This design comes from an exercise in tuning for small area, a short achievable clock period and few clock cycles per item on the open sky130 flow, not from production work.
Only simulation tests tie the RTL to the original design; equivalence was not proved.

==> flow/design.v (outline; a module is shown in full before it is edited, if it fits) <==
// module alu: 1731 lines
// module fa: 4 lines
// module ha: 4 lines
// module conv3x3: 124 lines
module conv3x3(
    input wire clk,
    input wire rst,
    input wire en,
    input wire [7:0] pixel1,
    input wire [7:0] pixel2,
    input wire [7:0] pixel3,
    input wire [7:0] pixel4,
    input wire [7:0] pixel5,
    input wire [7:0] pixel6,
    input wire [7:0] pixel7,
    input wire [7:0] pixel8,
    input wire [7:0] pixel9,
    input wire [7:0] filter1,
    input wire [7:0] filter2,
    input wire [7:0] filter3,
    input wire [7:0] filter4,
    input wire [7:0] filter5,
    input wire [7:0] filter6,
    input wire [7:0] filter7,
    input wire [7:0] filter8,
    input wire [7:0] filter9,
    output wire [31:0] result,
    output wire done
);
  // ...
==> flow/flow/run.sh <==
#!/bin/bash
set -o pipefail
bash standard.sh "BUFFER_PORTS_ARGS=-buffer_cell sky130_fd_sc_hd__buf_1" finish > standard_flow.log 2>&1
==> flow/standard.sh <==
#!/bin/bash
# synth_recipe.tcl (not shown) runs the flow's synth.tcl, then flattens the netlist and writes it again
# the make line also repeats each setting of config.mk as NAME=value (left out here)
make -C /OpenROAD-flow-scripts/flow DESIGN_CONFIG=/design/flow/config.mk WORK_HOME=/design/flow/orfs CLKGATE_MAP_FILE= SYNTH_SCRIPT=/design/flow/synth_recipe.tcl "${@:-finish}"
==> flow/config.mk <==
export PLATFORM = sky130hd
export DESIGN_NAME = conv3x3
export DESIGN_NICKNAME = conv3x3
export VERILOG_FILES = /design/flow/design.v
export SDC_FILE = /design/flow/constraint.sdc
export NUM_CORES = 4
export LEC_CHECK = 0
export CAP_MARGIN = 20
export CORE_MARGIN = 2
export CORE_UTILIZATION = 40
export SLEW_MARGIN = 20
export SYNTH_HIERARCHICAL = 1
==> flow/constraint.sdc <==
create_clock -name core_clock -period 10.0 [get_ports {clk}]
set_input_delay 2.0000 -clock core_clock [delete_from_list [all_inputs] [get_ports {clk}]]
set_output_delay 2.0000 -clock core_clock [all_outputs]
set_load 0.01 [all_outputs]
==> run notes, run 1 <==
outcome=complete, no violations; share of synthesized cell area in and, or, nand and nor gates=14.2%; DR DRC count=0; well tap count=532; commonest cells after routing, fill and taps aside=sky130_fd_sc_hd__nand2_1, sky130_fd_sc_hd__fa_1, sky130_fd_sc_hd__buf_1; number of buffers on the longest clock path=2; number of I/O pins=180; global-route wire length before repair=between 80000 and 90000 microns; count of instances resized after the clock tree is built=0; Fillers=3982; worst setup path startpoint=pixel4[2]; slowest CP cell=sky130_fd_sc_hd__fa_1; number of antenna violations at the first check in global routing=0; GR Util met3=roughly 6.6%; routed vias=11.2k; final cell count without fillers=2032; router iterations before antenna repair=5; sequential area share after synthesis=6.16%; wire length per cell after detailed routing=26.9 microns; largest net degree at the start of global routing=16; critical setup path kind=input pin to flop; cell type group with the largest total delay on the critical path=adder cells; number of max-cap violations=0; largest stage delay on the critical path=between 600 and 700 ps; Synth Instances=1507; met3 WL=6110 microns; main combinational cell family by area after synthesis=adder cells
Testbench counts, summed over its fixed seeds: cycles 1,608, items 1,600.
==> run 2, diff against run 1 <==
==> flow/run.sh (new file) <==
#!/bin/bash
# synth_recipe.tcl (not shown) runs the flow's synth.tcl, then flattens the netlist and writes it again
# the make line also repeats each setting of config.mk as NAME=value (left out here)
make -C /OpenROAD-flow-scripts/flow DESIGN_CONFIG=/design/flow/config.mk WORK_HOME=/design/flow/orfs CLKGATE_MAP_FILE= SYNTH_SCRIPT=/design/flow/synth_recipe.tcl finish
--- a/flow/config.mk
+++ b/flow/config.mk
@@ -9,4 +9,5 @@
 export CORE_MARGIN = 2
 export CORE_UTILIZATION = 40
+export SETUP_SLACK_MARGIN = 4
 export SLEW_MARGIN = 20
 export SYNTH_HIERARCHICAL = 1
removed: flow/flow/run.sh
removed: flow/standard.sh
==> run notes, run 2 <==
outcome=complete, no violations; RSZ-0062 raised after global routing=true; pre-CTS setup slack=3250 ps; commonest cells after routing, fill and taps aside=sky130_fd_sc_hd__nand2_1, sky130_fd_sc_hd__fa_1, sky130_fd_sc_hd__clkbuf_2; pin slew with the least headroom to its limit=636 ps; xor and xnor area share after synthesis=less than 1%; share of synthesized area spent on multiplexers=0.153%; number of max-cap violations=0 (unchanged); combined area of all synthesized cells=16300 sq um; largest area contributor in the synthesized netlist=sky130_fd_sc_hd__fa_1; synthesized area per cell=around 11 sq um; sequential area share after synthesis=6.16% (unchanged); setup fix buffers added after clock tree synthesis=0; startpoint type of the worst setup path=input pin; shortest period the worst path allows=5940 ps; standard-cell rows=between 70 and 80; H-tree depth=2; synthesis-to-finish area growth=6.85%; Buffers & Inverters on Critical Path=1; main combinational cell family by area after synthesis=adder cells; post-DR vias/cell=5.55; Setup violations, final=0; Die X-Extent=206 microns; Overflow after GRT=0; 1st-iter DRT viols=1086; commonest non-fill, non-tap cell in the layout=sky130_fd_sc_hd__nand2_1; Data arrival, critical path=6140 ps; met3 WL=5350 microns (-13%); required time at the worst-slack endpoint=just over 10000 ps; timing-limited maximum frequency=168 MHz; die area=42500 sq um; CTS sink count=50; total detailed-routing wirelength=54600 microns; critical path's most frequent cell=sky130_fd_sc_hd__fa_1; most used flip-flop cell after synthesis=sky130_fd_sc_hd__dfxtp_1; antenna viol nets, final=0; count of state elements after synthesis=50; largest net degree at the start of global routing=17 (+1); number of buffers created by CTS=5; TritonCTS clock tree=yes; number of port buffers=167; top cells by area, synth=sky130_fd_sc_hd__fa_1, sky130_fd_sc_hd__nand2_1, sky130_fd_sc_hd__dfxtp_1; maximum fanout along the worst path=8; worst hold path type=input pin to async pin; crit path cell chain=clkdlybuf4s15_1, nand2_1, fa_1, fa_1, fa_1, fa_1, fa_1, fa_1, fa_1; router iterations before antenna repair=5 (unchanged); initial cell density of the core=40.3%; Fillers=3976 (-0.15%); largest stage delay on the critical path=590 ps (-50 ps); top-area cell type share of the netlist area=66.7%; net count of the finished layout=2227; RePlAce Congestion=between 0.9 and 1; Commonest cells post-synth=sky130_fd_sc_hd__nand2_1, sky130_fd_sc_hd__fa_1, sky130_fd_sc_hd__buf_2, sky130_fd_sc_hd__buf_4, sky130_fd_sc_hd__dfxtp_1; number of I/O pins=180 (unchanged); worst setup path startpoint=filter7[4]; wire length per cell after detailed routing=26.8 microns (about the same); max reg flops=49; top-count cell post-synth=sky130_fd_sc_hd__nand2_1; share of synthesized cell area in and, or, nand and nor gates=14.2% (unchanged); via count of the first global-routing pass=12.5k; number of buffers on the longest clock path=2 (unchanged); share of the synthesized area in compound gates (AO/OA/AOI/OAI)=1.75%; highest routed metal layer=met4; register cell area after layout=1010 sq um; cell type group with the largest total delay on the critical path=adder cells; number of antenna violations at the first check in global routing=0 (unchanged); number of enable-type register cells in the synthesized netlist=0; routed vias=11.3k (+0.68%); Layout Utilization=43.0%; footprint of the multi-input gates=14100 sq um; number of hold violations in the final report=0; Met1 Wirelength=20900 microns; total negative setup slack=0 ps; final cell count without fillers=2033 (+0.049%); WL met2=~26000 microns; CP Capture Type=flop; CTS clk-pin slew, worst paths=70 ps; Yosys cell types=40; Core ar.=40600 sq um; Slew Limit Fails=0; HPWL after DPL=approximately 49000 microns; yosys synthesis warning count=7; global-route wire length before repair=81300 microns (+0.38%); CTS root buf=sky130_fd_sc_hd__clkbuf_16; overall global routing resource usage=27.2%; slowest CP cell=sky130_fd_sc_hd__fa_1; count of placed standard cells including taps=2024; DR DRC count=0 (unchanged); critical setup path kind=input pin to flop; worst slew slack as a fraction of its limit=57.6%; share of the clock period used by the worst path after layout=59.4%; Synth Instances=1507 (unchanged); worst-case setup margin in the final layout=4060 ps; Post-synth ARST share=2.00%; share of post-route cells with drive strength above 1=6.73%; Adder-Cell Fraction of Synth Area=between 60 and 70%; height of the die=between 200 and 250 microns
-- run 2: final timing paths --
kind                               to  slack, ps  depth (start not counted)
min                          done_reg       1820                          2
max                        cs_reg[25]       4060                          9
max in group asynchronous    done_reg       8090                          2
min in group core_clock      done_reg       2120                          1
-- run 2: per-stage QoR --
| step | hold WS [ps] | instance area (sq um) |
|---|---|---|
| after floorplan | 1730 | 16400 |
| after global placement | 2140 | 17600 |
| after detailed placement | 2150 | 17600 |
| after CTS | 1810 | 17600 |
| after global routing | 1820 | 17400 |
| final | 1820 | 17400 |
-- run 2: kinds of logic (layout without fill, tap and decap cells) --
| family | count (synthesis) | count (layout) |
|---|---|---|
| and+or+nand+nor | 600 | 600 |
| adders and majority gates | 581 | 581 |
| buffers and inverters | 228 | 210 |
| DFF | 50 | 50 |
| AOI/OAI and AO/OA | 35 | 35 |
| xor gates and xnor gates | 10 | 10 |
| muxes | 2 | 2 |
| other | 1 | 13 |
-- run 2: what timing repair did --
item                                   CTS  global route
pin swaps                                0             1
gates resized for setup                177           161
hold buffers                             0             0
endpoints found under the hold margin    0             0
setup endpoints to repair               36            20
-- run 2: modules after synthesis (local to each module, per instance) --
module	cells	flip-flops and latches
conv3x3	163	50
alu	788	0
fa	1	0
ha	1	0
-- run 2: final cells by class --
cell class              count  area share, %
diodes                      1         0.0143
clock buffers               5          0.717
clock inverters             3          0.394
inverters                  35          0.753
multi-input cells        1240           81.0
flip-flops and latches     50           5.77
well taps                 532           3.82
repair buffers            167           7.52
-- run 2: metal layers --
layer / vias to the layer above / track usage [%]
li1: 4376 / -
met1: 6088 / 37.2
met2: 716 / 43.8
met3: 104 / 4.84
met4: 0 / 9.67
met5: - / 0
==> run 3, diff against run 2 <==
==> flow/flow/run.sh (new file) <==
#!/bin/bash
set -o pipefail
bash standard.sh "BUFFER_PORTS_ARGS=-buffer_cell sky130_fd_sc_hd__buf_2" finish > standard_flow.log 2>&1
==> flow/standard.sh (new file) <==
#!/bin/bash
# synth_recipe.tcl (not shown) runs the flow's synth.tcl, then flattens the netlist and writes it again
# the make line also repeats each setting of config.mk as NAME=value (left out here)
make -C /OpenROAD-flow-scripts/flow DESIGN_CONFIG=/design/flow/config.mk WORK_HOME=/design/flow/orfs CLKGATE_MAP_FILE= SYNTH_SCRIPT=/design/flow/synth_recipe.tcl "${@:-finish}"
--- a/flow/config.mk
+++ b/flow/config.mk
@@ -9,5 +9,5 @@
 export CORE_MARGIN = 2
 export CORE_UTILIZATION = 40
-export SETUP_SLACK_MARGIN = 4
+export SETUP_SLACK_MARGIN = 4.5
 export SLEW_MARGIN = 20
 export SYNTH_HIERARCHICAL = 1
removed: flow/run.sh
==> run notes, run 3 <==
sequential area share after synthesis=6.16% (unchanged); initial cell density of the core=40.3% (unchanged); count of hold-fix buffers inserted at cts=0 (unchanged); die area=42500 sq um (unchanged); Layout Utilization=46.2% (+3.2 points); number of hold violations in the final report=0 (unchanged); via count of the first global-routing pass=12.8k (+2.0%); H-tree depth=2 (unchanged); startpoint type of the worst setup path=input pin; largest stage delay on the critical path=630 ps (+40 ps); max reg flops=49 (unchanged); count of state elements after synthesis=50 (unchanged); top-count cell post-synth=sky130_fd_sc_hd__nand2_1; Setup violations, final=0 (unchanged); net count of the finished layout=2231 (+0.18%); yosys synthesis warning count=7 (unchanged); worst slew slack as a fraction of its limit=63.5% (+5.9 points); final cell count without fillers=2036 (+0.15%); CP Capture Type=flop; register cell area after layout=1010 sq um (+0.13%); largest area contributor in the synthesized netlist=sky130_fd_sc_hd__fa_1; combined area of all synthesized cells=16300 sq um (unchanged); HPWL after DPL=48400 microns (-1.6%); overall global routing resource usage=27.3% (+0.078 points); required time at the worst-slack endpoint=10260 ps (+60 ps); standard-cell rows=74 (unchanged); DR DRC count=0 (unchanged); router iterations before antenna repair=5 (unchanged); Commonest cells post-synth=sky130_fd_sc_hd__nand2_1, sky130_fd_sc_hd__fa_1, sky130_fd_sc_hd__buf_2, sky130_fd_sc_hd__buf_4, sky130_fd_sc_hd__dfxtp_1; number of enable-type register cells in the synthesized netlist=0 (unchanged); synthesis-to-finish area growth=14.8%; commonest non-fill, non-tap cell in the layout=sky130_fd_sc_hd__nand2_1; total detailed-routing wirelength=53600 microns (-1.7%); wire length per cell after detailed routing=26.3 microns (-1.8%); cell type group with the largest total delay on the critical path=adder cells; Buffers & Inverters on Critical Path=1 (unchanged); Yosys cell types=40 (unchanged); maximum fanout along the worst path=8 (unchanged); worst hold path type=input pin to async pin; Synth Instances=1507 (unchanged); antenna viol nets, final=0 (unchanged); post-DR vias/cell=5.47 (-1.5%); number of antenna violations at the first check in global routing=0 (unchanged); Die X-Extent=206 microns (unchanged); TritonCTS clock tree=yes; Slew Limit Fails=0 (unchanged); number of port buffers=167 (unchanged); share of the clock period used by the worst path after layout=54.8% (-4.6 points); crit path cell chain=buf_4, nand2_1, fa_1, fa_2, fa_2, fa_2, fa_1, fa_1, fa_2; CTS root buf=sky130_fd_sc_hd__clkbuf_16; global-route wire length before repair=81800 microns (+0.66%); most used flip-flop cell after synthesis=sky130_fd_sc_hd__dfxtp_1; timing-limited maximum frequency=182 MHz (+8.4%); Core ar.=40600 sq um (unchanged); critical setup path kind=input pin to flop; number of buffers created by CTS=5 (unchanged); RePlAce Congestion=0.942 (-0.66%); routed vias=11.1k (-1.3%); number of I/O pins=180 (unchanged); top-area cell type share of the netlist area=66.7% (unchanged); commonest cells after routing, fill and taps aside=sky130_fd_sc_hd__nand2_1, sky130_fd_sc_hd__fa_1, sky130_fd_sc_hd__fa_2; Overflow after GRT=0 (unchanged); count of placed standard cells including taps=2024 (unchanged); share of post-route cells with drive strength above 1=33.9% (+27 points); outcome=complete, no violations; Data arrival, critical path=5740 ps (-400 ps); shortest period the worst path allows=5480 ps (-462 ps); number of buffers on the longest clock path=2 (unchanged); slowest CP cell=sky130_fd_sc_hd__fa_2; synthesized area per cell=10.8 sq um (unchanged); pin slew with the least headroom to its limit=540 ps (-95.8 ps); 1st-iter DRT viols=961 (-12%); CTS clk-pin slew, worst paths=80 ps (about the same); n_diodes=0 (-1); Post-synth ARST share=2.00% (unchanged); Fillers=3774 (-5.1%); top cells by area, synth=sky130_fd_sc_hd__fa_1, sky130_fd_sc_hd__nand2_1, sky130_fd_sc_hd__dfxtp_1; critical path's most frequent cell=sky130_fd_sc_hd__fa_2; worst hold slack=1500 ps (-317 ps); CTS sink count=50 (unchanged); largest net degree at the start of global routing=16 (-1); number of max-cap violations=0 (unchanged); height of the die=206 microns (unchanged); total negative setup slack=0 ps (unchanged); footprint of the multi-input gates=15100 sq um (+6.6%); RSZ-0062 raised after global routing=true
[run 3: cell counts after synthesis]
No cell type changed its count.
[run 3: timing repair]
item | 4_1_cts | 5_1_grt
pin swaps | 4 | 58
setup endpoints to repair | 21 | 21
endpoints found under the hold margin | 0 | 0
resized for setup | 121 | 250
buffers inserted | 0 | 4
[run 3: logic make-up after synthesis]
group	synth area share, %
mux	0.153
buf+inv	7.66
fa+ha+maj	69.5
flops	6.16
compound gates	1.75
other cells	0.0230
simple gates	14.2
xor+xnor	0.536
[run 3: per-module statistics from Yosys (local to each module, per instance)]
module,flops+latches,times used,cells inside,cell area [sq um]
alu,0,1,788,3430
ha,0,13,1,12.5
fa,0,543,1,20.0
conv3x3,50,1,163,1860
[run 3: path summary, 6_finish.rpt]
| path | slack (ps) | to | cells past startpoint | from |
|---|---|---|---|---|
| worst max-delay path | 4520 | cs_reg[9] | 9 | filter1[0] |
| worst min-delay path | 1500 | done_reg | 2 | rst |
| max in group asynchronous | 8410 | done_reg | 2 | rst |
| min in group core_clock | 1790 | done_reg | 1 | en |
[run 3: layer usage]
metal | vias to the layer above | part of all wire (%) | wire (microns) | GRT usage [%]
met5 | - | 0 | 0 | 0
met4 | 0 | 4.5 | 2420 | 10.1
met3 | 118 | 9.7 | 5200 | 4.71
met2 | 705 | 49 | 26300 | 45.1
met1 | 5920 | 37 | 19800 | 36.3
li1 | 4389 | - | - | -
[run 3: layout make-up]
class                      count  area share, %
multi-input combinational   1240           80.4
timing repair buffer         171           9.06
sequential                    50           5.38
tap                          532           3.55
inverter                      35          0.701
clock buffer                   6          0.688
clock inverter                 2          0.200
[run 3: stage by stage]
step	instance area [sq um]	setup slack [ps]
5_1_grt	18700	4410
3_3_place_gp	17400	4050
6_report	18700	4520
4_1_cts	17900	4500
2_1_floorplan	17600	4320
3_5_place_dp	17400	4030
==> run 4, diff against run 3 <==
--- a/flow/config.mk
+++ b/flow/config.mk
@@ -9,5 +9,4 @@
 export CORE_MARGIN = 2
 export CORE_UTILIZATION = 40
-export SETUP_SLACK_MARGIN = 4.5
 export SLEW_MARGIN = 20
 export SYNTH_HIERARCHICAL = 1
==> run notes, run 4 <==
outcome=complete, no violations; wire length per cell after detailed routing=26.7 microns (+1.4%); sequential area share after synthesis=6.16% (unchanged); synthesis-to-finish area growth=3.66%; synthesized area per cell=10.8 sq um (unchanged); count of instances resized after the clock tree is built=0 (-100%); maximum fanout along the worst path=8 (unchanged); number of max-cap violations=0 (unchanged); final cell count without fillers=2032 (-0.20%); number of port buffers=167 (unchanged); required time at the worst-slack endpoint=10170 ps (-90 ps); number of buffers on the longest clock path=2 (unchanged); CTS clk-pin slew, worst paths=70 ps (about the same); routed vias=11.2k (+0.30%); top-area cell type share of the netlist area=66.7% (unchanged); largest net degree at the start of global routing=18 (+2); largest stage delay on the critical path=590 ps (-40 ps); die area=42500 sq um (unchanged); count of placed standard cells including taps=2024 (unchanged); Overflow after GRT=0 (unchanged); count of hold-fix buffers inserted at cts=0 (unchanged); CP Capture Type=flop; Post-synth ARST share=2.00% (unchanged); commonest cells after routing, fill and taps aside=sky130_fd_sc_hd__nand2_1, sky130_fd_sc_hd__fa_1, sky130_fd_sc_hd__buf_2; top cells by area, synth=sky130_fd_sc_hd__fa_1, sky130_fd_sc_hd__nand2_1, sky130_fd_sc_hd__dfxtp_1; worst-case setup margin in the final layout=4220 ps (-305 ps); HPWL after DPL=49800 microns (+2.9%); TritonCTS clock tree=yes; shortest period the worst path allows=5780 ps (+305 ps); H-tree depth=2 (unchanged); net count of the finished layout=2227 (-0.18%); commonest non-fill, non-tap cell in the layout=sky130_fd_sc_hd__nand2_1; height of the die=206 microns (unchanged); number of I/O pins=180 (unchanged); number of buffers created by CTS=5 (unchanged); Yosys cell types=40 (unchanged); top-count cell post-synth=sky130_fd_sc_hd__nand2_1; crit path cell chain=buf_2, nand2_1, fa_1, fa_1, fa_1, fa_1, fa_1, fa_1, fa_1; DR DRC count=0 (unchanged); antenna viol nets, final=0 (unchanged); post-DR vias/cell=5.49 (+0.49%); worst slew slack as a fraction of its limit=60.0% (-3.5 points); cell type group with the largest total delay on the critical path=adder cells; Layout Utilization=41.7% (-4.5 points); Die X-Extent=206 microns (unchanged); RePlAce Congestion=0.931 (-1.1%); CTS root buf=sky130_fd_sc_hd__clkbuf_16; RSZ-0062 raised after global routing=false; standard-cell rows=74 (unchanged); critical setup path kind=input pin to flop; initial cell density of the core=40.3% (unchanged); global-route wire length before repair=81700 microns (-0.20%); total negative setup slack=0 ps (unchanged); total detailed-routing wirelength=54300 microns (+1.2%); critical path's most frequent cell=sky130_fd_sc_hd__fa_1; yosys synthesis warning count=7 (unchanged); max reg flops=49 (unchanged); Data arrival, critical path=5950 ps (+210 ps); most used flip-flop cell after synthesis=sky130_fd_sc_hd__dfxtp_1; overall global routing resource usage=27.3% (-0.037 points); Buffers & Inverters on Critical Path=1 (unchanged); n_diodes=0 (unchanged); router iterations before antenna repair=5 (unchanged); Slew Limit Fails=0 (unchanged); number of hold violations in the final report=0 (unchanged); worst hold path type=input pin to async pin; setup fix buffers added after clock tree synthesis=0 (unchanged); Setup violations, final=0 (unchanged); count of state elements after synthesis=50 (unchanged); 1st-iter DRT viols=1004 (+4.5%); timing-limited maximum frequency=173 MHz (-5.3%); pre-CTS setup slack=3880 ps (-154 ps); combined area of all synthesized cells=16300 sq um (unchanged); largest area contributor in the synthesized netlist=sky130_fd_sc_hd__fa_1; Commonest cells post-synth=sky130_fd_sc_hd__nand2_1, sky130_fd_sc_hd__fa_1, sky130_fd_sc_hd__buf_2, sky130_fd_sc_hd__buf_4, sky130_fd_sc_hd__dfxtp_1; via count of the first global-routing pass=12.4k (-2.7%); number of enable-type register cells in the synthesized netlist=0 (unchanged); share of post-route cells with drive strength above 1=12.3% (-22 points); share of the clock period used by the worst path after layout=57.8% (+3.0 points); Core ar.=40600 sq um (unchanged); slowest CP cell=sky130_fd_sc_hd__fa_1; pin slew with the least headroom to its limit=592 ps (+51.7 ps); CTS sink count=50 (unchanged); Synth Instances=1507 (unchanged); startpoint type of the worst setup path=input pin; number of antenna violations at the first check in global routing=0 (unchanged)
[run 4: cell count changes in the layout (fill, tap and decap cells not counted), moves of 3 or more]
cell | previous run | this run
sky130_fd_sc_hd__ha_4 | 4 | 0
sky130_fd_sc_hd__nand2_4 | 15 | 0
sky130_fd_sc_hd__fa_2 | 224 | 0
sky130_fd_sc_hd__buf_2 | 27 | 167
sky130_fd_sc_hd__ha_1 | 30 | 37
sky130_fd_sc_hd__nand2_1 | 487 | 570
sky130_fd_sc_hd__clkbuf_4 | 11 | 0
sky130_fd_sc_hd__nand2_2 | 69 | 1
sky130_fd_sc_hd__buf_8 | 18 | 0
sky130_fd_sc_hd__ha_2 | 3 | 0
sky130_fd_sc_hd__buf_6 | 69 | 0
sky130_fd_sc_hd__fa_1 | 320 | 544
sky130_fd_sc_hd__buf_12 | 7 | 0
sky130_fd_sc_hd__buf_4 | 39 | 0
[run 4: final cells by class]
cell class	count	area [sq um]
Sequential cell	50	1010
Timing Repair Buffer	167	836
Tap cell	532	666
Clock buffer	5	125
Clock inverter	3	47.5
Fill cell	3963	23600
Inverter	35	131
Multi-Input combinational cell	1240	14100
[run 4: Yosys stat by module (local to each module, per instance)]
module,cells,flip-flops and latches
conv3x3,163,50
alu,788,0
ha,1,0
fa,1,0
[run 4: logic make-up (layout without fill, tap and decap cells)]
family	count (synthesis)	in the layout	synth area share, %
AO/OA/AOI/OAI	35	35	1.75
XOR/XNOR	10	10	0.536
adder cells (fa/ha/maj)	581	581	69.5
buffers and inverters	228	210	7.66
flip-flops	50	50	6.16
multiplexers	2	2	0.153
other	1	12	0.0230
AND/OR/NAND/NOR	600	600	14.2
[run 4: stage by stage]
step	instance area, sq um	hold slack, ps
floorplan	16400	1730
global placement	16800	1830
detailed placement	16800	1840
CTS	16900	1500
global route	16900	1510
finish	16900	1510
[run 4: metal layers]
layer / vias to the layer above / GRT usage, % / part of all wire [%]
met1: 6004 / 38.0 / 39
met5: - / 0 / 0
met3: 98 / 4.86 / 10
met4: 0 / 9.21 / 3.8
li1: 4372 / - / -
met2: 691 / 43.2 / 47
[run 4: path summary, 6_finish.rpt]
kind	slack, ps	to	from	depth (start not counted)
worst max-delay path	4220	cs_reg[25]	filter8[3]	9
worst min-delay path	1510	done_reg	rst	2
max in group asynchronous	8400	done_reg	rst	2
min in group core_clock	1790	done_reg	en	1
==> run 5, diff against run 4 <==
--- a/flow/config.mk
+++ b/flow/config.mk
@@ -6,4 +6,5 @@
 export NUM_CORES = 4
 export LEC_CHECK = 0
+export ABC_CLOCK_PERIOD_IN_PS = 2000
 export CAP_MARGIN = 20
 export CORE_MARGIN = 2
==> run notes, run 5 <==
TritonCTS clock tree=yes; critical setup path kind=input pin to flop; number of hold violations in the final report=0 (unchanged); Overflow after GRT=0 (unchanged); outcome=complete, no violations; number of buffers created by CTS=5 (unchanged); worst setup path startpoint=filter8[3]; wire length per cell after detailed routing=26.7 microns (unchanged); Fillers=3963 (unchanged); n_diodes=0 (unchanged); Adder-Cell Fraction of Synth Area=69.5% (unchanged); share of the clock period used by the worst path after layout=57.8% (unchanged); number of buffers on the longest clock path=2 (unchanged); Die X-Extent=206 microns (unchanged); number of I/O pins=180 (unchanged); register cell area after layout=1010 sq um (unchanged); net count of the finished layout=2227 (unchanged); final cell count without fillers=2032 (unchanged); share of post-route cells with drive strength above 1=12.3% (unchanged); RSZ-0062 raised after global routing=false; Yosys cell types=40 (unchanged); combined area of all synthesized cells=16300 sq um (unchanged); worst hold path type=input pin to async pin; share of synthesized cell area in and, or, nand and nor gates=14.2% (unchanged); sequential area share after synthesis=6.16% (unchanged); Core ar.=40600 sq um (unchanged); router iterations before antenna repair=5 (unchanged); footprint of the multi-input gates=14100 sq um (unchanged); top-count cell post-synth=sky130_fd_sc_hd__nand2_1; pin slew with the least headroom to its limit=592 ps (unchanged); die area=42500 sq um (unchanged); worst hold slack=1510 ps (unchanged); top cells by area, synth=sky130_fd_sc_hd__fa_1, sky130_fd_sc_hd__nand2_1, sky130_fd_sc_hd__dfxtp_1; count of instances resized after the clock tree is built=0 (unchanged); worst-case setup margin in the final layout=4220 ps (unchanged); 1st-iter DRT viols=1004 (unchanged); global-route wire length before repair=81700 microns (unchanged); required time at the worst-slack endpoint=10170 ps (about the same); post-DR vias/cell=5.49 (unchanged); count of state elements after synthesis=50 (unchanged); number of antenna violations at the first check in global routing=0 (unchanged); standard-cell rows=74 (unchanged); timing-limited maximum frequency=173 MHz (unchanged); initial cell density of the core=40.3% (unchanged); Slew Limit Fails=0 (unchanged); number of enable-type register cells in the synthesized netlist=0 (unchanged); Synth Instances=1507 (unchanged); startpoint type of the worst setup path=input pin; Commonest cells post-synth=sky130_fd_sc_hd__nand2_1, sky130_fd_sc_hd__fa_1, sky130_fd_sc_hd__buf_2, sky130_fd_sc_hd__buf_4, sky130_fd_sc_hd__dfxtp_1; main combinational cell family by area after synthesis=adder cells; CTS clk-pin slew, worst paths=70 ps (about the same); share of synthesized area spent on multiplexers=0.153% (unchanged); commonest non-fill, non-tap cell in the layout=sky130_fd_sc_hd__nand2_1; largest net degree at the start of global routing=18 (unchanged); number of max-cap violations=0 (unchanged); CTS sink count=50 (unchanged); H-tree depth=2 (unchanged); via count of the first global-routing pass=12.4k (unchanged); pre-CTS setup slack=3880 ps (unchanged); DR DRC count=0 (unchanged); xor and xnor area share after synthesis=0.536% (unchanged); most used flip-flop cell after synthesis=sky130_fd_sc_hd__dfxtp_1; commonest cells after routing, fill and taps aside=sky130_fd_sc_hd__nand2_1, sky130_fd_sc_hd__fa_1, sky130_fd_sc_hd__buf_2; worst slew slack as a fraction of its limit=60.0% (unchanged); count of placed standard cells including taps=2024 (unchanged); antenna viol nets, final=0 (unchanged); Setup violations, final=0 (unchanged); synthesized area per cell=10.8 sq um (unchanged); yosys synthesis warning count=7 (unchanged); HPWL after DPL=49800 microns (unchanged); total negative setup slack=0 ps (unchanged); count of hold-fix buffers inserted at cts=0 (unchanged); largest area contributor in the synthesized netlist=sky130_fd_sc_hd__fa_1; CP Capture Type=flop; shortest period the worst path allows=5780 ps (unchanged); share of the synthesized area in compound gates (AO/OA/AOI/OAI)=1.75% (unchanged); Data arrival, critical path=5950 ps (about the same); top-area cell type share of the netlist area=66.7% (unchanged); total detailed-routing wirelength=54300 microns (unchanged); routed vias=11.2k (unchanged); max reg flops=49 (unchanged); overall global routing resource usage=27.3% (unchanged); maximum fanout along the worst path=8 (unchanged); RePlAce Congestion=0.931 (unchanged); synthesis-to-finish area growth=3.66% (unchanged); height of the die=206 microns (unchanged); setup fix buffers added after clock tree synthesis=0 (unchanged); Post-synth ARST share=2.00% (unchanged); number of port buffers=167 (unchanged); CTS root buf=sky130_fd_sc_hd__clkbuf_16
run 5: modules after synthesis, one instance, submodules excluded:
module | flip-flops and latches | cells | copies in the design | cell area, sq um
ha | 0 | 1 | 13 | 12.5
fa | 0 | 1 | 543 | 20.0
conv3x3 | 50 | 163 | 1 | 1860
alu | 0 | 788 | 1 | 3430
run 5: worst paths after layout:
| check | endpoint | slack, ps |
|---|---|---|
| max in group asynchronous | done_reg | 8400 |
| hold / removal | done_reg | 1510 |
| min in group core_clock | done_reg | 1790 |
| setup / recovery | cs_reg[25] | 4220 |
run 5: per-stage QoR:
step	cell area, sq um	util (%)
floorplan	16400	-
global placement	16800	41.3
detailed placement	16800	41.3
CTS	16900	41.7
global route	16900	41.7
finish	16900	41.7
run 5: critical path: stages:
cell                      delay [ps]
sky130_fd_sc_hd__buf_2           260
sky130_fd_sc_hd__nand2_1         130
sky130_fd_sc_hd__fa_1            470
sky130_fd_sc_hd__fa_1            530
sky130_fd_sc_hd__fa_1            490
sky130_fd_sc_hd__fa_1            590
sky130_fd_sc_hd__fa_1            440
sky130_fd_sc_hd__fa_1            540
sky130_fd_sc_hd__fa_1            480
run 5: layout make-up:
| type | instances | area share, % |
|---|---|---|
| Multi-Input combinational cell | 1240 | 83.4 |
| Sequential cell | 50 | 5.94 |
| Timing Repair Buffer | 167 | 4.94 |
| Tap cell | 532 | 3.93 |
| Inverter | 35 | 0.776 |
| Clock buffer | 5 | 0.739 |
| Clock inverter | 3 | 0.281 |
run 5: routing by layer:
metal / track usage [%] / vias to the layer above / part of all wire [%]
li1: - / 4372 / -
met1: 38.0 / 6004 / 39
met2: 43.2 / 691 / 47
met3: 4.86 / 98 / 10
met4: 9.21 / 0 / 3.8
met5: 0 / - / 0
run 5: logic make-up after synthesis:
group                      count (synthesis)
buffers and inverters                    228
other                                      1
muxes                                      2
adders and majority gates                581
and+or+nand+nor                          600
DFF                                       50
AOI/OAI and AO/OA                         35
xor gates and xnor gates                  10
==> run 6, diff against run 5 <==
--- a/flow/config.mk
+++ b/flow/config.mk
@@ -6,8 +6,8 @@
 export NUM_CORES = 4
 export LEC_CHECK = 0
-export ABC_CLOCK_PERIOD_IN_PS = 2000
 export CAP_MARGIN = 20
 export CORE_MARGIN = 2
 export CORE_UTILIZATION = 40
+export SETUP_SLACK_MARGIN = 4
 export SLEW_MARGIN = 20
 export SYNTH_HIERARCHICAL = 1
==> run notes, run 6 <==
HPWL after DPL=49800 microns (unchanged); height of the die=206 microns (unchanged); commonest non-fill, non-tap cell in the layout=sky130_fd_sc_hd__nand2_1; router iterations before antenna repair=5 (unchanged); number of buffers created by CTS=5 (unchanged); largest net degree at the start of global routing=18 (unchanged); worst slew slack as a fraction of its limit=60.0% (unchanged); critical setup path kind=input pin to flop; capture point of the worst path=cs_reg[25]; standard-cell rows=74 (unchanged); CTS clk-pin slew, worst paths=70 ps (about the same); final cell count without fillers=2032 (unchanged); combined area of all synthesized cells=16300 sq um (unchanged); Slew Limit Fails=0 (unchanged); count of state elements after synthesis=50 (unchanged); Commonest cells post-synth=sky130_fd_sc_hd__nand2_1, sky130_fd_sc_hd__fa_1, sky130_fd_sc_hd__buf_2, sky130_fd_sc_hd__buf_4, sky130_fd_sc_hd__dfxtp_1; Overflow after GRT=0 (unchanged); worst setup path startpoint=filter8[3]; most used flip-flop cell after synthesis=sky130_fd_sc_hd__dfxtp_1; H-tree depth=2 (unchanged); 1st-iter DRT viols=1004 (unchanged); pin slew with the least headroom to its limit=592 ps (unchanged); die area=42500 sq um (unchanged); RSZ-0062 raised after global routing=false; total negative setup slack=0 ps (unchanged); antenna viol nets, final=0 (unchanged); startpoint type of the worst setup path=input pin; number of hold violations in the final report=0 (unchanged); share of post-route cells with drive strength above 1=12.3% (unchanged); worst hold path type=input pin to async pin; count of placed standard cells including taps=2024 (unchanged); number of max-cap violations=0 (unchanged); Die X-Extent=206 microns (unchanged); maximum fanout along the worst path=8 (unchanged); share of the clock period used by the worst path after layout=57.8% (unchanged); required time at the worst-slack endpoint=10170 ps (about the same); routed vias=11.2k (unchanged); count of instances resized after the clock tree is built=0 (unchanged); initial cell density of the core=40.3% (unchanged); largest area contributor in the synthesized netlist=sky130_fd_sc_hd__fa_1; top-area cell type share of the netlist area=66.7% (unchanged); post-DR vias/cell=5.49 (unchanged); via count of the first global-routing pass=12.4k (unchanged); top-count cell post-synth=sky130_fd_sc_hd__nand2_1; synthesized area per cell=10.8 sq um (unchanged); count of hold-fix buffers inserted at cts=0 (unchanged); yosys synthesis warning count=7 (unchanged); Setup violations, final=0 (unchanged); DR DRC count=0 (unchanged); CP Capture Type=flop; commonest cells after routing, fill and taps aside=sky130_fd_sc_hd__nand2_1, sky130_fd_sc_hd__fa_1, sky130_fd_sc_hd__buf_2; sequential area share after synthesis=6.16% (unchanged); overall global routing resource usage=27.3% (unchanged); Core ar.=40600 sq um (unchanged); number of buffers on the longest clock path=2 (unchanged); wire length per cell after detailed routing=26.7 microns (unchanged); number of enable-type register cells in the synthesized netlist=0 (unchanged); Yosys cell types=40 (unchanged); max reg flops=49 (unchanged); Synth Instances=1507 (unchanged); number of port buffers=167 (unchanged); n_diodes=0 (unchanged); setup fix buffers added after clock tree synthesis=0 (unchanged); total detailed-routing wirelength=54300 microns (unchanged); shortest period the worst path allows=5780 ps (unchanged); global-route wire length before repair=81700 microns (unchanged); TritonCTS clock tree=yes; top cells by area, synth=sky130_fd_sc_hd__fa_1, sky130_fd_sc_hd__nand2_1, sky130_fd_sc_hd__dfxtp_1; outcome=complete, no violations; worst hold slack=1510 ps (unchanged); net count of the finished layout=2227 (unchanged); timing-limited maximum frequency=173 MHz (unchanged); number of I/O pins=180 (unchanged); Post-synth ARST share=2.00% (unchanged); synthesis-to-finish area growth=3.66% (unchanged); Data arrival, critical path=5950 ps (about the same); RePlAce Congestion=0.931 (unchanged); number of antenna violations at the first check in global routing=0 (unchanged); CTS sink count=50 (unchanged); CTS root buf=sky130_fd_sc_hd__clkbuf_16
run 6: cell counts after synthesis:
No cell type changed its count.
run 6: worst max-delay path, stage by stage:
cell	delay (ps)
sky130_fd_sc_hd__buf_2	260
sky130_fd_sc_hd__nand2_1	130
sky130_fd_sc_hd__fa_1	470
sky130_fd_sc_hd__fa_1	530
sky130_fd_sc_hd__fa_1	490
sky130_fd_sc_hd__fa_1	590
sky130_fd_sc_hd__fa_1	440
sky130_fd_sc_hd__fa_1	540
sky130_fd_sc_hd__fa_1	480
run 6: how the worst min path moves through the flow:
stage | slack (ps) | cells after the start | startpoint | endpoint
final | 1510 | 2 | rst | done_reg
after floorplan | 1730 | 1 | rst | done_reg
after detailed placement | 1840 | 2 | rst | done_reg
after CTS | 1500 | 2 | rst | done_reg
after global routing | 1510 | 2 | rst | done_reg
after global placement | 1830 | 2 | rst | done_reg
run 6: Yosys stat by module (local to each module, per instance):
module	cells	flip-flops and latches	times used
conv3x3	163	50	1
fa	1	0	543
alu	788	0	1
ha	1	0	13
run 6: area by class of cell:
class | instances | area (sq um)
Sequential cell | 50 | 1010
Timing Repair Buffer | 167 | 836
Clock inverter | 3 | 47.5
Fill cell | 3963 | 23600
Multi-Input combinational cell | 1240 | 14100
Inverter | 35 | 131
Tap cell | 532 | 666
Clock buffer | 5 | 125
run 6: layer usage:
metal / GRT usage, % / part of all wire, % / wire length (microns) / vias to the layer above
met5: 0 / 0 / 0 / -
met4: 9.21 / 3.8 / 2040 / 0
met3: 4.86 / 10 / 5450 / 98
met2: 43.2 / 47 / 25600 / 691
met1: 38.0 / 39 / 21200 / 6004
li1: - / - / - / 4372
run 6: cells by family after synthesis:
logic type	after synthesis	synth area share, %
simple gates	600	14.2
mux	2	0.153
compound gates	35	1.75
buf+inv	228	7.66
fa+ha+maj	581	69.5
xor+xnor	10	0.536
other cells	1	0.0230
flops	50	6.16
run 6: metrics by stage:
stage	cell area (sq um)	setup WS (ps)	util, %
finish	16900	4220	41.7
global route	16900	4110	41.7
CTS	16900	4220	41.7
detailed placement	16800	3880	41.3
global placement	16800	3900	41.3
floorplan	16400	4180	-
==> run 7, diff against run 6 <==
--- a/flow/config.mk
+++ b/flow/config.mk
@@ -8,6 +8,5 @@
 export CAP_MARGIN = 20
 export CORE_MARGIN = 2
-export CORE_UTILIZATION = 40
-export SETUP_SLACK_MARGIN = 4
+export CORE_UTILIZATION = 65
 export SLEW_MARGIN = 20
 export SYNTH_HIERARCHICAL = 1
==> run notes, run 7 <==
count of state elements after synthesis=50 (unchanged); die area=26400 sq um (-38%); Commonest cells post-synth=sky130_fd_sc_hd__nand2_1, sky130_fd_sc_hd__fa_1, sky130_fd_sc_hd__buf_2, sky130_fd_sc_hd__buf_4, sky130_fd_sc_hd__dfxtp_1; commonest non-fill, non-tap cell in the layout=sky130_fd_sc_hd__nand2_1; count of hold-fix buffers inserted at cts=0 (unchanged); maximum fanout along the worst path=8 (unchanged); H-tree depth=2 (unchanged); number of port buffers=167 (unchanged); yosys synthesis warning count=7 (unchanged); Slew Limit Fails=0 (unchanged); routed vias=11.3k (+1.6%); RePlAce Congestion=0.980 (+5.3%); layer with the highest usage=met2; Core ar.=24900 sq um (-39%); height of the die=162 microns (-21%); largest area contributor in the synthesized netlist=sky130_fd_sc_hd__fa_1; shortest period the worst path allows=5770 ps (-9.97 ps); setup fix buffers added after clock tree synthesis=0 (unchanged); 1st-iter DRT viols=1205 (+20%); number of max-cap violations=0 (unchanged); most used flip-flop cell after synthesis=sky130_fd_sc_hd__dfxtp_1; RSZ-0062 raised after global routing=false; Post-Place Cell Area=16500 sq um (-1.5%); total detailed-routing wirelength=49900 microns (-8.0%); final cell count without fillers=1830 (-9.9%); Setup violations, final=0 (unchanged); Data arrival, critical path=5940 ps (about the same); worst hold path type=input pin to async pin; count of placed standard cells including taps=1822 (-10%); initial cell density of the core=65.6% (+25 points); number of I/O pins=180 (unchanged); CTS clk-pin slew, worst paths=90 ps (+20 ps); number of enable-type register cells in the synthesized netlist=0 (unchanged); CTS sink count=50 (unchanged); worst setup path startpoint=filter4[4]; worst slew slack as a fraction of its limit=63.8% (+3.7 points); Die X-Extent=162 microns (-21%); GR Layer Usage met1=54.8% (+17 points); router iterations before antenna repair=5 (unchanged); capture point of the worst path=cs_reg[25]; standard-cell rows=58 (-22%); global-route wire length before repair=75700 microns (-7.3%); timing-limited maximum frequency=173 MHz (+0.17%); count of instances resized after the clock tree is built=0 (unchanged); sequential area share after synthesis=6.16% (unchanged); Yosys cell types=40 (unchanged); wire length per cell after detailed routing=27.3 microns (+2.1%); critical setup path kind=input pin to flop; synthesized area per cell=10.8 sq um (unchanged); total negative setup slack=0 ps (unchanged); largest net degree at the start of global routing=17 (-1); Overflow after GRT=0 (unchanged); TritonCTS clock tree=yes; top-count cell post-synth=sky130_fd_sc_hd__nand2_1; antenna viol nets, final=0 (unchanged); commonest cells after routing, fill and taps aside=sky130_fd_sc_hd__nand2_1, sky130_fd_sc_hd__fa_1, sky130_fd_sc_hd__buf_2; Synth Instances=1507 (unchanged); Post-synth ARST share=2.00% (unchanged); CTS root buf=sky130_fd_sc_hd__clkbuf_16; max reg flops=49 (unchanged); top cells by area, synth=sky130_fd_sc_hd__fa_1, sky130_fd_sc_hd__nand2_1, sky130_fd_sc_hd__dfxtp_1; GR Util met3=6.82% (+2.0 points); number of buffers on the longest clock path=2 (unchanged); synthesis-to-finish area growth=1.95%; overall global routing resource usage=40.9% (+14 points); startpoint type of the worst setup path=input pin; top-area cell type share of the netlist area=66.7% (unchanged); number of hold violations in the final report=0 (unchanged); share of the clock period used by the worst path after layout=57.7% (-0.10 points); outcome=complete, no violations; cell area after layout=16600 sq um (-1.6%); required time at the worst-slack endpoint=10160 ps (about the same); net count of the finished layout=2227 (unchanged); n_diodes=0 (unchanged); share of post-route cells with drive strength above 1=12.3% (unchanged); worst hold slack=1490 ps (-15.0 ps); number of antenna violations at the first check in global routing=0 (unchanged); number of buffers created by CTS=5 (unchanged); combined area of all synthesized cells=16300 sq um (unchanged); M2 GR Usage=64.2% (+21 points); via count of the first global-routing pass=12.5k (+0.57%); DR DRC count=0 (unchanged); post-DR vias/cell=6.20 (+13%); CP Capture Type=flop; pin slew with the least headroom to its limit=536 ps (-55.2 ps); HPWL after DPL=45100 microns (-9.5%)
==> run 7: worst min path at each step <==
| stage | start | endpoint | slack (ps) | depth (start not counted) |
|---|---|---|---|---|
| after floorplan | rst | done_reg | 1730 | 1 |
| after global placement | rst | done_reg | 1830 | 2 |
| after CTS | rst | done_reg | 1490 | 2 |
| after global routing | rst | done_reg | 1490 | 2 |
| final | rst | done_reg | 1490 | 2 |
| after detailed placement | rst | done_reg | 1830 | 2 |
==> run 7: cell type report <==
class / count / area [sq um]
Multi-Input combinational cell: 1240 / 14100
Fill cell: 2002 / 8250
Sequential cell: 50 / 1010
Timing Repair Buffer: 167 / 836
Tap cell: 330 / 413
Inverter: 35 / 131
Clock buffer: 5 / 125
Clock inverter: 3 / 21.3
==> run 7: metal layers <==
metal,share of wire [%],vias up
met5,0,-
met3,12,169
met4,7.4,0
li1,-,4377
met2,48,890
met1,34,5912
==> run 7: critical path, stage by stage <==
cell,delay (ps)
sky130_fd_sc_hd__buf_2,250
sky130_fd_sc_hd__nand2_1,120
sky130_fd_sc_hd__fa_1,530
sky130_fd_sc_hd__fa_1,560
sky130_fd_sc_hd__fa_1,470
sky130_fd_sc_hd__fa_1,470
sky130_fd_sc_hd__fa_1,520
sky130_fd_sc_hd__fa_1,550
sky130_fd_sc_hd__fa_1,470
==> run 7: stage by stage <==
stage | worst slack [ps] | utilization [%]
after detailed placement | 3910 | 66.3
after CTS | 4220 | 66.9
after global routing | 4160 | 66.9
final | 4230 | 66.9
after floorplan | 4180 | -
after global placement | 3950 | 66.3
==> run 7: kinds of logic (layout without fill, tap and decap cells) <==
group / after synthesis / count (layout) / share of synthesized area [%]
adders and majority gates: 581 / 581 / 69.5
xor gates and xnor gates: 10 / 10 / 0.536
DFF: 50 / 50 / 6.16
other: 1 / 12 / 0.0230
buffers and inverters: 228 / 210 / 7.66
and+or+nand+nor: 600 / 600 / 14.2
AOI/OAI and AO/OA: 35 / 35 / 1.75
muxes: 2 / 2 / 0.153
==> run 7: Yosys stat by module, one instance, submodules excluded <==
module | area [sq um] | copies in the design | cells | flops+latches
alu | 3430 | 1 | 788 | 0
conv3x3 | 1860 | 1 | 163 | 50
fa | 20.0 | 543 | 1 | 0
ha | 12.5 | 13 | 1 | 0
==> run 8, diff against run 7 <==
--- a/flow/config.mk
+++ b/flow/config.mk
@@ -9,4 +9,5 @@
 export CORE_MARGIN = 2
 export CORE_UTILIZATION = 65
+export GPL_TIMING_DRIVEN = 1
 export SLEW_MARGIN = 20
 export SYNTH_HIERARCHICAL = 1
==> run notes, run 8 <==
cell area after layout=16600 sq um (unchanged); slowest CP cell=sky130_fd_sc_hd__fa_1; Layout Utilization=66.9% (unchanged); worst setup path startpoint=filter4[4]; CTS clk-pin slew, worst paths=90 ps (about the same); share of the clock period used by the worst path after layout=57.7% (unchanged); synthesized area per cell=10.8 sq um (unchanged); DR DRC count=0 (unchanged); count of instances resized after the clock tree is built=0 (unchanged); pin slew with the least headroom to its limit=536 ps (unchanged); largest area contributor in the synthesized netlist=sky130_fd_sc_hd__fa_1; number of buffers on the longest clock path=2 (unchanged); Core ar.=24900 sq um (unchanged); number of antenna violations at the first check in global routing=0 (unchanged); total negative setup slack=0 ps (unchanged); max reg flops=49 (unchanged); register cell area after layout=1010 sq um (unchanged); router iterations before antenna repair=5 (unchanged); top-area cell type share of the netlist area=66.7% (unchanged); CTS sink count=50 (unchanged); synthesis-to-finish area growth=1.95% (unchanged); number of buffers created by CTS=5 (unchanged); count of hold-fix buffers inserted at cts=0 (unchanged); crit path cell chain=buf_2, nand2_1, fa_1, fa_1, fa_1, fa_1, fa_1, fa_1, fa_1; CP Capture Type=flop; number of I/O pins=180 (unchanged); commonest cells after routing, fill and taps aside=sky130_fd_sc_hd__nand2_1, sky130_fd_sc_hd__fa_1, sky130_fd_sc_hd__buf_2; critical setup path kind=input pin to flop; wire length per cell after detailed routing=27.3 microns (unchanged); n_diodes=0 (unchanged); Commonest cells post-synth=sky130_fd_sc_hd__nand2_1, sky130_fd_sc_hd__fa_1, sky130_fd_sc_hd__buf_2, sky130_fd_sc_hd__buf_4, sky130_fd_sc_hd__dfxtp_1; routed vias=11.3k (unchanged); largest net degree at the start of global routing=17 (unchanged); sequential area share after synthesis=6.16% (unchanged); largest stage delay on the critical path=560 ps (about the same); die area=26400 sq um (unchanged); H-tree depth=2 (unchanged); count of placed standard cells including taps=1822 (unchanged); yosys synthesis warning count=7 (unchanged); overall global routing resource usage=40.9% (unchanged); share of post-route cells with drive strength above 1=12.3% (unchanged); Post-synth ARST share=2.00% (unchanged); Setup violations, final=0 (unchanged); post-DR vias/cell=6.20 (unchanged); via count of the first global-routing pass=12.5k (unchanged); setup fix buffers added after clock tree synthesis=0 (unchanged); RSZ-0062 raised after global routing=false; timing-limited maximum frequency=173 MHz (unchanged); CTS root buf=sky130_fd_sc_hd__clkbuf_16; TritonCTS clock tree=yes; top cells by area, synth=sky130_fd_sc_hd__fa_1, sky130_fd_sc_hd__nand2_1, sky130_fd_sc_hd__dfxtp_1; Die X-Extent=162 microns (unchanged); maximum fanout along the worst path=8 (unchanged); shortest period the worst path allows=5770 ps (unchanged); worst hold path type=input pin to async pin; number of hold violations in the final report=0 (unchanged); RePlAce Congestion=0.980 (unchanged); number of max-cap violations=0 (unchanged); number of port buffers=167 (unchanged); total detailed-routing wirelength=49900 microns (unchanged); initial cell density of the core=65.6% (unchanged); Yosys cell types=40 (unchanged); Synth Instances=1507 (unchanged); 1st-iter DRT viols=1205 (unchanged); number of enable-type register cells in the synthesized netlist=0 (unchanged); final cell count without fillers=1830 (unchanged); count of state elements after synthesis=50 (unchanged); worst slew slack as a fraction of its limit=63.8% (unchanged); height of the die=162 microns (unchanged); startpoint type of the worst setup path=input pin; required time at the worst-slack endpoint=10160 ps (about the same); Data arrival, critical path=5940 ps (about the same); Overflow after GRT=0 (unchanged); critical path's most frequent cell=sky130_fd_sc_hd__fa_1; Post-Place Cell Area=16500 sq um (unchanged); combined area of all synthesized cells=16300 sq um (unchanged); capture point of the worst path=cs_reg[25]; net count of the finished layout=2227 (unchanged); footprint of the multi-input gates=14100 sq um (unchanged); Fillers=2002 (unchanged); commonest non-fill, non-tap cell in the layout=sky130_fd_sc_hd__nand2_1; outcome=complete, no violations; most used flip-flop cell after synthesis=sky130_fd_sc_hd__dfxtp_1; global-route wire length before repair=75700 microns (unchanged); standard-cell rows=58 (unchanged); Slew Limit Fails=0 (unchanged); antenna viol nets, final=0 (unchanged); top-count cell post-synth=sky130_fd_sc_hd__nand2_1; HPWL after DPL=45100 microns (unchanged)
run 8: cell counts after synthesis:
No cell type changed its count.
run 8: kinds of logic after synthesis:
family	count (synthesis)	synth area share [%]
flip-flops	50	6.16
AO/OA/AOI/OAI	35	1.75
other	1	0.0230
AND/OR/NAND/NOR	600	14.2
adder cells (fa/ha/maj)	581	69.5
buffers and inverters	228	7.66
XOR/XNOR	10	0.536
multiplexers	2	0.153
run 8: worst max-delay path, delay by kind of cell:
kind                     cells  cell delay, ps
AND/OR/NAND/NOR              1             120
buffers and inverters        1             250
adder cells (fa/ha/maj)      7            3570
run 8: worst min-delay path by stage:
stage	end	slack (ps)
after floorplan	done_reg	1730
after global placement	done_reg	1830
after detailed placement	done_reg	1830
after CTS	done_reg	1490
after global routing	done_reg	1490
final	done_reg	1490
run 8: modules after synthesis, one instance, submodules excluded:
module | cell area [sq um] | cells inside | times used
alu | 3430 | 788 | 1
conv3x3 | 1860 | 163 | 1
fa | 20.0 | 1 | 543
ha | 12.5 | 1 | 13
run 8: per-stage QoR:
step / hold slack (ps) / worst slack (ps)
floorplan: 1730 / 4180
global placement: 1830 / 3950
detailed placement: 1830 / 3910
CTS: 1490 / 4220
global route: 1490 / 4160
finish: 1490 / 4230
run 8: cell type report:
class | count | share of cell area, %
repair buffers | 167 | 5.02
clock inverters | 3 | 0.128
multi-input cells | 1240 | 84.8
flip-flops and latches | 50 | 6.04
inverters | 35 | 0.789
clock buffers | 5 | 0.752
well taps | 330 | 2.48
run 8: metal layers:
layer	vias to the layer above	share of wire [%]	global-route usage (%)
li1	4377	-	-
met4	0	7.4	24.1
met2	890	48	64.2
met5	-	0	0
met3	169	12	6.82
met1	5912	34	54.8
==> run 9, diff against run 8 <==
--- a/flow/config.mk
+++ b/flow/config.mk
@@ -9,5 +9,5 @@
 export CORE_MARGIN = 2
 export CORE_UTILIZATION = 65
-export GPL_TIMING_DRIVEN = 1
+export SETUP_SLACK_MARGIN = 4.4
 export SLEW_MARGIN = 20
 export SYNTH_HIERARCHICAL = 1
==> run notes, run 9 <==
router iterations before antenna repair=7 (+2); required time at the worst-slack endpoint=10160 ps (about the same); CTS clk-pin slew, worst paths=90 ps (about the same); TritonCTS clock tree=yes; worst slew slack as a fraction of its limit=64.1% (+0.28 points); top cells by area, synth=sky130_fd_sc_hd__fa_1, sky130_fd_sc_hd__nand2_1, sky130_fd_sc_hd__dfxtp_1; Post-synth ARST share=2.00% (unchanged); crit path cell chain=buf_4, nand2_1, fa_1, fa_2, fa_2, fa_1, fa_2, fa_1, fa_1; routed vias=11.3k (-0.48%); worst hold path type=input pin to async pin; top-area cell type share of the netlist area=66.7% (unchanged); wire length per cell after detailed routing=27.1 microns (-0.58%); cell type group with the largest total delay on the critical path=adder cells; overall global routing resource usage=40.6% (-0.25 points); number of max-cap violations=0 (unchanged); number of hold violations in the final report=0 (unchanged); CTS root buf=sky130_fd_sc_hd__clkbuf_16; CP Capture Type=flop; share of post-route cells with drive strength above 1=22.8% (+11 points); die area=26400 sq um (unchanged); number of buffers on the longest clock path=2 (unchanged); standard-cell rows=58 (unchanged); CTS sink count=50 (unchanged); sequential area share after synthesis=6.16% (unchanged); Buffers & Inverters on Critical Path=1 (unchanged); pin slew with the least headroom to its limit=532 ps (-4.09 ps); outcome=complete, no violations; total negative setup slack=0 ps (unchanged); number of I/O pins=180 (unchanged); largest stage delay on the critical path=630 ps (+70 ps); number of port buffers=167 (unchanged); 1st-iter DRT viols=1049 (-13%); commonest non-fill, non-tap cell in the layout=sky130_fd_sc_hd__nand2_1; number of enable-type register cells in the synthesized netlist=0 (unchanged); largest net degree at the start of global routing=17 (unchanged); max reg flops=49 (unchanged); top-count cell post-synth=sky130_fd_sc_hd__nand2_1; number of antenna violations at the first check in global routing=0 (unchanged); combined area of all synthesized cells=16300 sq um (unchanged); Die X-Extent=162 microns (unchanged); RSZ-0062 raised after global routing=true; slowest CP cell=sky130_fd_sc_hd__fa_1; height of the die=162 microns (unchanged); count of hold-fix buffers inserted at cts=0 (unchanged); shortest period the worst path allows=5600 ps (-170 ps); share of the clock period used by the worst path after layout=56.0% (-1.7 points); HPWL after DPL=44900 microns (-0.39%); cell area after layout=17400 sq um (+4.4%); Yosys cell types=40 (unchanged); number of buffers created by CTS=5 (unchanged); antenna viol nets, final=0 (unchanged); synthesized area per cell=10.8 sq um (unchanged); critical setup path kind=input pin to flop; Data arrival, critical path=5760 ps (-180 ps); commonest cells after routing, fill and taps aside=sky130_fd_sc_hd__nand2_1, sky130_fd_sc_hd__fa_1, sky130_fd_sc_hd__fa_2; count of state elements after synthesis=50 (unchanged); critical path's most frequent cell=sky130_fd_sc_hd__fa_1; Post-Place Cell Area=16800 sq um (+1.9%); Core ar.=24900 sq um (unchanged); H-tree depth=2 (unchanged); global-route wire length before repair=75300 microns (-0.51%); post-DR vias/cell=6.16 (-0.58%); DR DRC count=0 (unchanged); Overflow after GRT=0 (unchanged); Slew Limit Fails=0 (unchanged); via count of the first global-routing pass=12.4k (-0.62%); total detailed-routing wirelength=49700 microns (-0.47%); largest area contributor in the synthesized netlist=sky130_fd_sc_hd__fa_1; initial cell density of the core=65.6% (unchanged); Setup violations, final=0 (unchanged); Commonest cells post-synth=sky130_fd_sc_hd__nand2_1, sky130_fd_sc_hd__fa_1, sky130_fd_sc_hd__buf_2, sky130_fd_sc_hd__buf_4, sky130_fd_sc_hd__dfxtp_1; n_diodes=0 (unchanged); synthesis-to-finish area growth=6.45%; yosys synthesis warning count=7 (unchanged); most used flip-flop cell after synthesis=sky130_fd_sc_hd__dfxtp_1; startpoint type of the worst setup path=input pin; RePlAce Congestion=1.02 (+4.5%); Synth Instances=1507 (unchanged); net count of the finished layout=2229 (+0.090%); maximum fanout along the worst path=8 (unchanged); timing-limited maximum frequency=178 MHz (+3.0%)
[run 9: cell counts after synthesis]
No cell type changed its count.
[run 9: stage by stage]
| stage | instances | setup slack, ps | util (%) | hold slack [ps] |
|---|---|---|---|---|
| after CTS | 1830 | 4390 | 68.5 | 1500 |
| final | 1832 | 4400 | 69.8 | 1500 |
| after floorplan | 1518 | 4290 | - | 1730 |
| after global placement | 1822 | 4000 | 67.6 | 1830 |
| after detailed placement | 1822 | 3970 | 67.6 | 1840 |
| after global routing | 1832 | 4340 | 69.8 | 1500 |
[run 9: logic make-up (layout without fill, tap and decap cells)]
kind of cell    Yosys count  after routing  share of synthesized area, %
buf+inv                 228            212                          7.66
compound gates           35             35                          1.75
simple gates            600            600                          14.2
flops                    50             50                          6.16
fa+ha+maj               581            581                          69.5
xor+xnor                 10             10                         0.536
mux                       2              2                         0.153
other cells               1             12                        0.0230
[run 9: layout make-up]
cell class	count	area (sq um)
multi-input combinational	1240	14600
fill	1915	7510
timing repair buffer	169	1140
sequential	50	1010
tap	330	413
inverter	35	131
clock buffer	6	129
clock inverter	2	15.0
[run 9: timing repair]
action / 4_1_cts / 5_1_grt
pin swaps: 2 / 14
gates resized for setup: 31 / 124
setup endpoints to repair: 5 / 15
buffers inserted: 0 / 2
[run 9: routing by layer]
metal	wire, microns	up-vias	track usage (%)
li1	-	4385	-
met1	16900	5901	55.3
met2	23300	825	62.3
met3	5330	183	5.68
met4	4220	0	27.2
met5	0	-	0
[run 9: Yosys stat by module, one instance, submodules excluded]
module | flip-flops and latches | cells inside | copies in the design
ha | 0 | 1 | 13
fa | 0 | 1 | 543
conv3x3 | 50 | 163 | 1
alu | 0 | 788 | 1
[run 9: worst max-delay path by stage]
stage                    start    endpoint  slack, ps  cells after the start
CTS                 filter4[5]  cs_reg[25]       4390                      9
global route         pixel1[7]  cs_reg[25]       4340                      9
global placement     pixel1[6]  cs_reg[25]       4000                      9
finish               pixel8[4]  cs_reg[25]       4400                      9
detailed placement   pixel1[6]  cs_reg[25]       3970                      9
floorplan           filter3[2]  cs_reg[25]       4290                     10

==> separate check: timing with driven ports <==
The flow's constraints put no driver on any port. The routed layouts listed below were extracted and timed again, unchanged, in two steps.
Step 1: set_driving_cell puts a clkbuf_16 on clk and a buf_2 on each other input, an assumption about the parent block.
Step 2 times the ports against the registers' clock, not the clock port: input delays grow and output delays shrink by t, the midpoint of the rising clock arrivals with the driver on.
Slacks: ideal ports / drivers / drivers and shift; pairs: ideal ports / drivers.
run | t, ns | slack for setup (ns) | clock arrival spread, ns | worst slew at a driven data input, ns
run 1 | 0.361 | 3.909 / 3.934 / 3.573 | 0.013 / 0.013 | 0.06
run 2 | 0.372 | 4.057 / 4.039 / 3.667 | 0.015 / 0.014 | 0.07
run 3 | 0.354 | 4.520 / 4.509 / 4.164 | 0.011 / 0.011 | 0.09
run 4 | 0.362 | 4.215 / 4.238 / 3.876 | 0.012 / 0.012 | 0.05
run 5 | 0.362 | 4.215 / 4.238 / 3.876 | 0.012 / 0.012 | 0.05
run 6 | 0.362 | 4.215 / 4.238 / 3.876 | 0.012 / 0.012 | 0.05
run 7 | 0.358 | 4.225 / 4.247 / 3.889 | 0.017 / 0.016 | 0.05
run 8 | 0.358 | 4.225 / 4.247 / 3.889 | 0.017 / 0.016 | 0.05
run 9 | 0.356 | 4.396 / 4.417 / 4.061 | 0.021 / 0.021 | 0.05
After both steps every run listed still meets setup and hold. For run 2, which loses most, drivers alone change the setup slack by -0.018 ns; drivers and shift together by -0.390 ns.
